Context: an optimization exercise on an open-source flow, tuned for small area. The choices shown serve that exercise and are no tape-out recipe. Only simulation tests tie the RTL to the original design; equivalence was not proved.

v10:
## Cordic
module Cordic(
	input clk,
	input [12:0] x_0,
	input [12:0] y_0,
	input [12:0] z_0,
	output [12:0] x_N,
	output [12:0] y_N,
	output [12:0] z_N
);
export LEC_CHECK = 0
export CAP_MARGIN = 20
export CORE_MARGIN = 2
export CORE_UTILIZATION = 40
export CTS_BUF_LIST = sky130_fd_sc_hd__clkbuf_8
export CTS_CLUSTER_DIAMETER = 150
export CTS_CLUSTER_SIZE = 18
export GPL_TIMING_DRIVEN = 0
export SLEW_MARGIN = 20
create_clock -name core_clock -period 3.2 [get_ports {clk}]
standard.sh (not shown) runs the stock make flow with config.mk's settings and CLKGATE_MAP_FILE= SYNTH_SCRIPT=/design/flow/synth_recipe.tcl, a recipe that flattens the netlist after the stock synthesis.
==> flow/flow/run.sh <==
#!/bin/bash
# Standard layout, except: the port buffers that placement inserts use the smallest
# buffer cell, and the buffers synthesis left in the netlist are removed before global
# placement (placement's repair then buffers only where it needs to).
set -euo pipefail
export BUFFER_PORTS_ARGS="-buffer_cell sky130_fd_sc_hd__buf_1"
export PRE_GLOBAL_PLACE_TCL="$PWD/flow/rmbuf.tcl"
bash standard.sh > standard.log 2>&1
==> flow/flow/rmbuf.tcl <==
remove_buffers
v10: all stages complete, timing, DRC and antenna checks passed
Edits applied to the flow inputs when going from v10 to v41:
- CTS_CLUSTER_DIAMETER: 150 -> 100
- CORE_UTILIZATION: 40 -> 60
- PLACE_DENSITY: unset -> 0.75
--- outcome ---
From v10 to v41 the numbers moved as follows: overall die area went down 15000 um^2; critical path required time went down 0.05 ns. v41 finished every step from synthesis to the final layout, and the layout passed the timing, design-rule and antenna checks. Compared v41 vs v10, and row count is down in v41.
[inputs] v45 vs v41
- PLACE_DENSITY now 0.65, was 0.75
- CORE_UTILIZATION now 50, was 60
### Flow results
- On final critical-path required period, v41 loses to v45.
- Changes observed in v45 relative to v41: total detailed-routing wirelength moved up; final cell count went up; non-clock buffer count higher.
- The startpoint of the most critical setup path comes out zr7[6]$_DFF_P_ in one run and zr6[7]$_DFF_P_ in the other, namely in v41 and v45 respectively.
- Depth of the worst register-to-register path in v45 is 1 below v41.
- Floorplan die height (v45 vs. v41) increases by a little under 10%
- Diff v41 -> v45: fmax went up by 0.0043 GHz, combined area of the multi-input logic cells was more or less identical.

## alpha
Cordic, a different RTL version from the one above (not shown whole).
// Cordic
module Cordic(
	input clk,
	input [12:0] x_0,
	input [12:0] y_0,
	input [12:0] z_0,
	output [12:0] x_N,
	output [12:0] y_N,
	output [12:0] z_N
);
	wire [12:0] xs0 = x_0, ys0 = y_0;
	wire [12:0] zs0 = z_0;
	wire d0 = zs0[12];   
	wire signed [12:0] xss0 = xs0, yss0 = ys0;
	wire [12:0] xsh0 = xss0 >>> 0, ysh0 = yss0 >>> 0;
	wire [12:0] bx0 = ysh0 ^ {13{~d0}}, by0 = xsh0 ^ {13{d0}};
	wire [12:0] xn0, yn0;
	wire cx0_3;
	CordicMachine #(.N(3), .FIRST(1)) ax0_0 (.a(xs0[2:0]), .b(bx0[2:0]), .ci(~d0), .s(xn0[2:0]), .co(cx0_3));
	wire cx0_6;
	CordicMachine #(.N(3), .FIRST(0)) ax0_1 (.a(xs0[5:3]), .b(bx0[5:3]), .ci(cx0_3), .s(xn0[5:3]), .co(cx0_6));
	wire cx0_9;
	CordicMachine #(.N(3), .FIRST(0)) ax0_2 (.a(xs0[8:6]), .b(bx0[8:6]), .ci(cx0_6), .s(xn0[8:6]), .co(cx0_9));
	wire cx0_13;
	CordicMachine #(.N(4), .FIRST(0)) ax0_3 (.a(xs0[12:9]), .b(bx0[12:9]), .ci(cx0_9), .s(xn0[12:9]), .co(cx0_13));
	wire cy0_3;
	CordicMachine #(.N(3), .FIRST(1)) ay0_0 (.a(ys0[2:0]), .b(by0[2:0]), .ci(d0), .s(yn0[2:0]), .co(cy0_3));
	wire cy0_6;
	CordicMachine #(.N(3), .FIRST(0)) ay0_1 (.a(ys0[5:3]), .b(by0[5:3]), .ci(cy0_3), .s(yn0[5:3]), .co(cy0_6));
	wire cy0_9;
	CordicMachine #(.N(3), .FIRST(0)) ay0_2 (.a(ys0[8:6]), .b(by0[8:6]), .ci(cy0_6), .s(yn0[8:6]), .co(cy0_9));
	wire cy0_13;
	CordicMachine #(.N(4), .FIRST(0)) ay0_3 (.a(ys0[12:9]), .b(by0[12:9]), .ci(cy0_9), .s(yn0[12:9]), .co(cy0_13));
	wire [12:0] zf0 = d0 ? zs0 + 13'd2880 : zs0 - 13'd2880;
	reg [12:0] xr1; reg [12:1] yr1; reg [12:0] zr1;
	always @(posedge clk) begin xr1 <= xn0; yr1 <= yn0[12:1]; zr1 <= zf0[12:0]; end
	wire [12:0] xs1 = xr1, ys1 = {yr1, xr1[0]};   
	wire [12:0] zs1 = zr1;
	wire d1 = zs1[12];   
	wire signed [12:0] xss1 = xs1, yss1 = ys1;
	wire [12:0] xsh1 = xss1 >>> 1, ysh1 = yss1 >>> 1;
	wire [12:0] bx1 = ysh1 ^ {13{~d1}}, by1 = xsh1 ^ {13{d1}};
	wire [12:0] xn1, yn1;
	wire cx1_3;
  ...
Settings: LEC_CHECK=0, CAP_MARGIN=20, CORE_MARGIN=2, CORE_UTILIZATION=60, CTS_BUF_LIST=sky130_fd_sc_hd__clkbuf_8, CTS_CLUSTER_DIAMETER=100, CTS_CLUSTER_SIZE=18, GPL_TIMING_DRIVEN=0, PLACE_DENSITY=0.75, SLEW_MARGIN=20; clock period 3.2 ns.
run.sh (not shown) runs the stock make flow with config.mk's settings and CLKGATE_MAP_FILE= SYNTH_SCRIPT=/design/flow/synth_recipe.tcl, a recipe that flattens the netlist after the stock synthesis.
Stock flow here: none of the scripts above is used.
### alpha -> beta
- swapping 100 for 60 in CTS_CLUSTER_DIAMETER
- swapping 60 for 40 in CORE_UTILIZATION
- clearing PLACE_DENSITY, which used to be 0.75
- clearing GPL_TIMING_DRIVEN, which used to be 0
- swapping 18 for 16 in CTS_CLUSTER_SIZE
### Flow results
- beta closes out successfully: all stages finished, all timing, DRC and antenna checks passed.
- alpha completed every stage of the flow, and the final layout passed the timing, design-rule and antenna checks.
- beta and alpha ended up with nearly the same via count.
- The non-clock buffer count in alpha is 0.73 times that in beta.
- alpha -> beta: initial detailed-routing violation count decreased by a few percent
- Compared with alpha, beta has extra setup slack.
- Changes observed in beta relative to alpha: count of clock-net buffers in the final layout now larger; summed area of non-filler cells in the final layout now larger.
- Worst hold slack across all endpoints in beta is 0.0038 ns lower than in alpha
- Compared to alpha, beta has global-route met1 utilization 4.3 points lower.

Setup of wip/indigo:
RTL: one of the versions met above, not the one the previous note started from.
For scale: about 1400 cells after synthesis, ~18000 sq um of cells after synthesis.
export LEC_CHECK = 0
export CAP_MARGIN = 20
export CORE_MARGIN = 2
export CORE_UTILIZATION = 40
export CTS_BUF_LIST = sky130_fd_sc_hd__clkbuf_8
export CTS_CLUSTER_DIAMETER = 100
export CTS_CLUSTER_SIZE = 18
export GPL_TIMING_DRIVEN = 0
export SLEW_MARGIN = 20
create_clock -name core_clock -period 3.2 [get_ports {clk}]
standard.sh (not shown) runs the stock make flow with config.mk's settings and CLKGATE_MAP_FILE= SYNTH_SCRIPT=/design/flow/synth_recipe.tcl, a recipe that flattens the netlist after the stock synthesis.
==> flow/flow/run.sh <==
#!/bin/bash
# Standard layout, but the port buffers that placement inserts use the smallest buffer cell.
set -euo pipefail
export BUFFER_PORTS_ARGS="-buffer_cell sky130_fd_sc_hd__buf_1"
bash standard.sh > standard.log 2>&1
The flow did not stop early for wip/indigo: all stages ran, and the layout cleared the timing, design-rule and antenna checks.
The inputs of wip/willow differ from those of wip/indigo as listed below.
==> flow/flow/run.sh <==
#!/bin/bash
# Standard layout, except: the port buffers that placement inserts use the smallest
# buffer cell, and the buffers synthesis left in the netlist are removed before global
# placement (placement's repair then buffers only where it needs to).
set -euo pipefail
export BUFFER_PORTS_ARGS="-buffer_cell sky130_fd_sc_hd__buf_1"
export PRE_GLOBAL_PLACE_TCL="$PWD/flow/rmbuf.tcl"
bash standard.sh > standard.log 2>&1
==> flow/flow/rmbuf.tcl (new file) <==
remove_buffers
## What came out
Between wip/indigo and wip/willow, the clock buffer count in the final layout figures differ only marginally.
Area added between synthesis and finish was higher in wip/indigo than in wip/willow.
Status: largest stage delay on the critical path parity (wip/indigo, wip/willow)
[inputs] wip/nickel vs wip/willow
-- flow/config.mk --
<<< wip/willow, line 12
export CTS_CLUSTER_DIAMETER = 100
export CTS_CLUSTER_SIZE = 18
export GPL_TIMING_DRIVEN = 0
export SLEW_MARGIN = 20
>>> wip/nickel, line 12
export CTS_CLUSTER_DIAMETER = 100
export CTS_CLUSTER_SIZE = 18
export GPL_TIMING_DRIVEN = 1
export SLEW_MARGIN = 20
Re share of the synthesized area in compound gates (AO/OA/AOI/OAI): no difference whatsoever between wip/willow and wip/nickel.
wip/nickel against wip/willow: remaining max-slew budget at the tightest pin shows an increase of 20 points; first-pass GRT wire length shows an increase of about 4.5%.
The higher final critical-path required period came out of wip/willow.
Setup changes, wip/nickel to wip/onyx
-- flow/config.mk --
<<< wip/nickel, line 9
export CORE_MARGIN = 2
export CORE_UTILIZATION = 40
export CTS_BUF_LIST = sky130_fd_sc_hd__clkbuf_8
export CTS_CLUSTER_DIAMETER = 100
export CTS_CLUSTER_SIZE = 18
export GPL_TIMING_DRIVEN = 1
export SLEW_MARGIN = 20
>>> wip/onyx, line 9
export CORE_MARGIN = 2
export CORE_UTILIZATION = 40
export CTS_BUF_LIST = sky130_fd_sc_hd__clkbuf_16
export CTS_CLUSTER_DIAMETER = 80
export CTS_CLUSTER_SIZE = 28
export GPL_TIMING_DRIVEN = 0
export SLEW_MARGIN = 20
## What came out
- Re insertion delay to the later sink of the worst-skew pair: wip/onyx is 60 ps down on wip/nickel.
- Measured against each other, wip/nickel and wip/onyx differ in final net count, the lower figure coming from wip/onyx.
- Changes observed in wip/onyx relative to wip/nickel: number of flip-flops and latches in the synthesized netlist ~0 delta; sum of routed wire segments on met1 -about 5.5%.
- Routing usage on met1 for wip/onyx is lower than for wip/nickel.
- On final critical-path share of the clock period: wip/onyx sits above wip/nickel.
- [compare] base=wip/nickel new=wip/onyx: total met2 wirelength after detailed routing now smaller; first-pass GRT wire length lower.

## run A
Cordic with an RTL version that a note above also has.
Size: roughly 1600 cells after synthesis, about 340 flip-flops, roughly 79 I/O pins, roughly 0.019 mm^2 of cells after synthesis.
## Cordic
module Cordic(
	input clk,
	input [12:0] x_0,
	input [12:0] y_0,
	input [12:0] z_0,
	output [12:0] x_N,
	output [12:0] y_N,
	output [12:0] z_N
);
Settings: LEC_CHECK=0, CAP_MARGIN=20, CORE_MARGIN=2, CORE_UTILIZATION=40, CTS_BUF_LIST=sky130_fd_sc_hd__clkbuf_8, CTS_CLUSTER_DIAMETER=100, CTS_CLUSTER_SIZE=18, GPL_TIMING_DRIVEN=0, SLEW_MARGIN=20; clock period 3.2 ns.
run.sh (not shown) runs the stock make flow with config.mk's settings and CLKGATE_MAP_FILE= SYNTH_SCRIPT=/design/flow/synth_recipe.tcl, a recipe that flattens the netlist after the stock synthesis.
Stock flow here: none of the scripts above is used.
Changes in run B relative to run A:
Settings: GPL_TIMING_DRIVEN no longer set, was 0.
Notes after the runs:
Run A and run B ended up with roughly the same area taken by flip-flops and latches.
Run B vs run A on number of antenna violations at the first check in global routing: run B is the higher one.
Wire length of the first global-routing pass ended up 2.1% higher on run B than on run A.
Sequential fraction of total cell area for run B: 0.28 points down relative to run A
Lower data required time at the worst endpoint was reported by run B, not run A.
NOTE: remaining max-slew budget at the tightest pin in run B exceeds that of run A
Between run A and run B, shortest clock period the worst path allows after layout decreased.
In run B, antenna diode count is higher than in run A.
Run B: arrival time of data at the critical path endpoint 0.12 ns below run A
Relative to run B, the following input files were edited for run C:
Settings: GPL_TIMING_DRIVEN newly set to 0.
==> flow/flow/run.sh (new file) <==
#!/bin/bash
# Standard layout, but the port buffers that placement inserts use the smallest buffer cell.
set -euo pipefail
export BUFFER_PORTS_ARGS="-buffer_cell sky130_fd_sc_hd__buf_1"
bash standard.sh > standard.log 2>&1
==> flow/standard.sh (new file) <==
#!/bin/bash
# synth_recipe.tcl (not shown) runs the flow's synth.tcl, then flattens the netlist and writes it again
# the make line also repeats each setting of config.mk as NAME=value (left out here)
make -C /OpenROAD-flow-scripts/flow DESIGN_CONFIG=/design/flow/config.mk WORK_HOME=/design/flow/orfs CLKGATE_MAP_FILE= SYNTH_SCRIPT=/design/flow/synth_recipe.tcl "${@:-finish}"
removed: flow/run.sh
==> comparison <==
Run C finished end to end and its layout was clean on timing, DRC and antenna.
Run B → run C: sequential share of layout area +1.1 points; via count -110.
Any difference in met3 global-route usage between run C and run B is small enough to ignore.
Going from run B to run C, routed length on met1 fell 6.0%, weighted congestion at the end of routability-driven global placement about even.
In run C, the worst setup slack came out 0.024 ns above the value in run B.
Sort run B and run C by clock period minus final worst setup slack, descending, and run B comes first.
Run C gives more number of instances on the worst hold path than run B did.
### run C -> run D
Settings: GPL_TIMING_DRIVEN removed (was 0); CTS_CLUSTER_SIZE changed from 18 to 32; CTS_BUF_LIST changed from sky130_fd_sc_hd__clkbuf_8 to sky130_fd_sc_hd__clkbuf_16.
==> flow/run.sh (new file) <==
#!/bin/bash
# synth_recipe.tcl (not shown) runs the flow's synth.tcl, then flattens the netlist and writes it again
# the make line also repeats each setting of config.mk as NAME=value (left out here)
make -C /OpenROAD-flow-scripts/flow DESIGN_CONFIG=/design/flow/config.mk WORK_HOME=/design/flow/orfs CLKGATE_MAP_FILE= SYNTH_SCRIPT=/design/flow/synth_recipe.tcl finish
removed: flow/flow/run.sh
removed: flow/standard.sh
Results
Of the two values seen for slowest stage cell on the critical path, sky130_fd_sc_hd__dfxtp_1 was produced by run D and sky130_fd_sc_hd__fa_1 by run C. Between run C and run D, the wire length of the first global-routing pass does not differ in any meaningful way. Relative to run C, the number of fill cells measured on run D has decreased by a few percent.

Starting RTL as in the previous note.
// Cordic
module Cordic(
	input clk,
	input [12:0] x_0,
	input [12:0] y_0,
	input [12:0] z_0,
	output [12:0] x_N,
	output [12:0] y_N,
	output [12:0] z_N
);
clock: 3.2 ns
lec_check: 0
cap_margin: 20
core_margin: 2
core_utilization: 40
slew_margin: 20
Stock flow here: none of the scripts above is used.
The baseline completed without violations.
Rerun with:
Settings changed: CTS_BUF_LIST set to sky130_fd_sc_hd__clkbuf_16, CTS_CLUSTER_DIAMETER set to 100, CTS_CLUSTER_SIZE set to 24.
Setup slack gets better by 0.028 ns.
Fmax went up by 0.93%.
Non-clock buffer count does not change.
Cell area is lower by 4.0%.
Synthesized area does not change.
First-iteration DRC count increases by 15%.
Rerun with:
Settings changed: CTS_BUF_LIST sky130_fd_sc_hd__clkbuf_16 to sky130_fd_sc_hd__clkbuf_4, CTS_CLUSTER_DIAMETER 100 to unset, CTS_CLUSTER_SIZE 24 to unset.
The new run finished clean.
Count of clock-buffer cells in the layout came out higher by 124.
Global-route usage came out higher by 0.65 points.
Via count came out higher by about 5%.
Rerun with:
Settings changed: CTS_BUF_LIST sky130_fd_sc_hd__clkbuf_4 to sky130_fd_sc_hd__clkbuf_16, CTS_CLUSTER_DIAMETER set to 100, CTS_CLUSTER_SIZE set to 24, GPL_TIMING_DRIVEN set to 0.
Effect:
- The changed run ran to the end with no violations
- wire length goes down by a few percent
- non-clock buffer count goes down by 37
- worst setup slack improved by 0.021 ns
- synthesized area does not change
- via count goes down by a few percent
- fmax goes up slightly
- cell area goes down by a few percent
- synthesized cell count is unchanged

## what the ideal ports hide
The results above use ideal ports. As a check the final layouts listed here were re-extracted and re-timed, cells and wires unchanged. Step 1 (the two cells are an assumption about what drives the block):
set clk [get_ports {clk}]
set_driving_cell -lib_cell sky130_fd_sc_hd__clkbuf_16 $clk
set_driving_cell -lib_cell sky130_fd_sc_hd__buf_2 [delete_from_list [all_inputs] $clk]
Step 2 times the ports against the registers' clock, not the clock port: input delays grow and output delays shrink by t, the midpoint of the rising clock arrivals with the driver on. Slacks: no drivers / after step 1 / after step 2; pairs: no drivers / after step 1.
run	t (ns)	slack for setup (ns)	worst setup path after step 2	latest minus earliest clock arrival (ns)
v10	0.607	0.150 / 0.150 / -0.330	input to register	0.040 / 0.041
v41	0.610	0.138 / 0.138 / -0.240	input to register	0.036 / 0.036
v45	0.617	0.177 / 0.177 / -0.251	input to register	0.031 / 0.031
alpha	0.619	0.168 / 0.168 / -0.179	input to register	0.032 / 0.031
beta	0.650	0.178 / 0.178 / -0.356	input to register	0.045 / 0.046
wip/indigo	0.625	0.161 / 0.161 / -0.370	input to register	0.030 / 0.030
wip/willow	0.620	0.153 / 0.153 / -0.317	input to register	0.032 / 0.032
wip/nickel	0.623	0.184 / 0.184 / 0.149	input to register	0.019 / 0.019
wip/onyx	0.566	0.116 / 0.116 / -0.135	input to register	0.014 / 0.014
run A	0.645	0.102 / 0.128 / -0.517	input to register	0.023 / 0.023
run B	0.643	0.176 / 0.176 / -0.381	input to register	0.029 / 0.029
run C	0.639	0.200 / 0.200 / -0.310	input to register	0.017 / 0.017
run D	0.575	0.172 / 0.172 / -0.369	input to register	0.030 / 0.030
the first run of note 5	0.601	0.164 / 0.164 / -0.353	input to register	0.022 / 0.023
the second run of note 5	0.567	0.192 / 0.192 / -0.344	input to register	0.028 / 0.028
the third run of note 5	0.833	0.173 / 0.173 / -0.385	input to register	0.091 / 0.090
the fourth run of note 5	0.570	0.194 / 0.194 / -0.113	input to register	0.019 / 0.019
Met with ideal ports but missed after step 2: setup timing in 16 of these runs. The setup slack of run A, which loses most, moves by +0.026 ns with the drivers and by -0.619 ns with both steps.
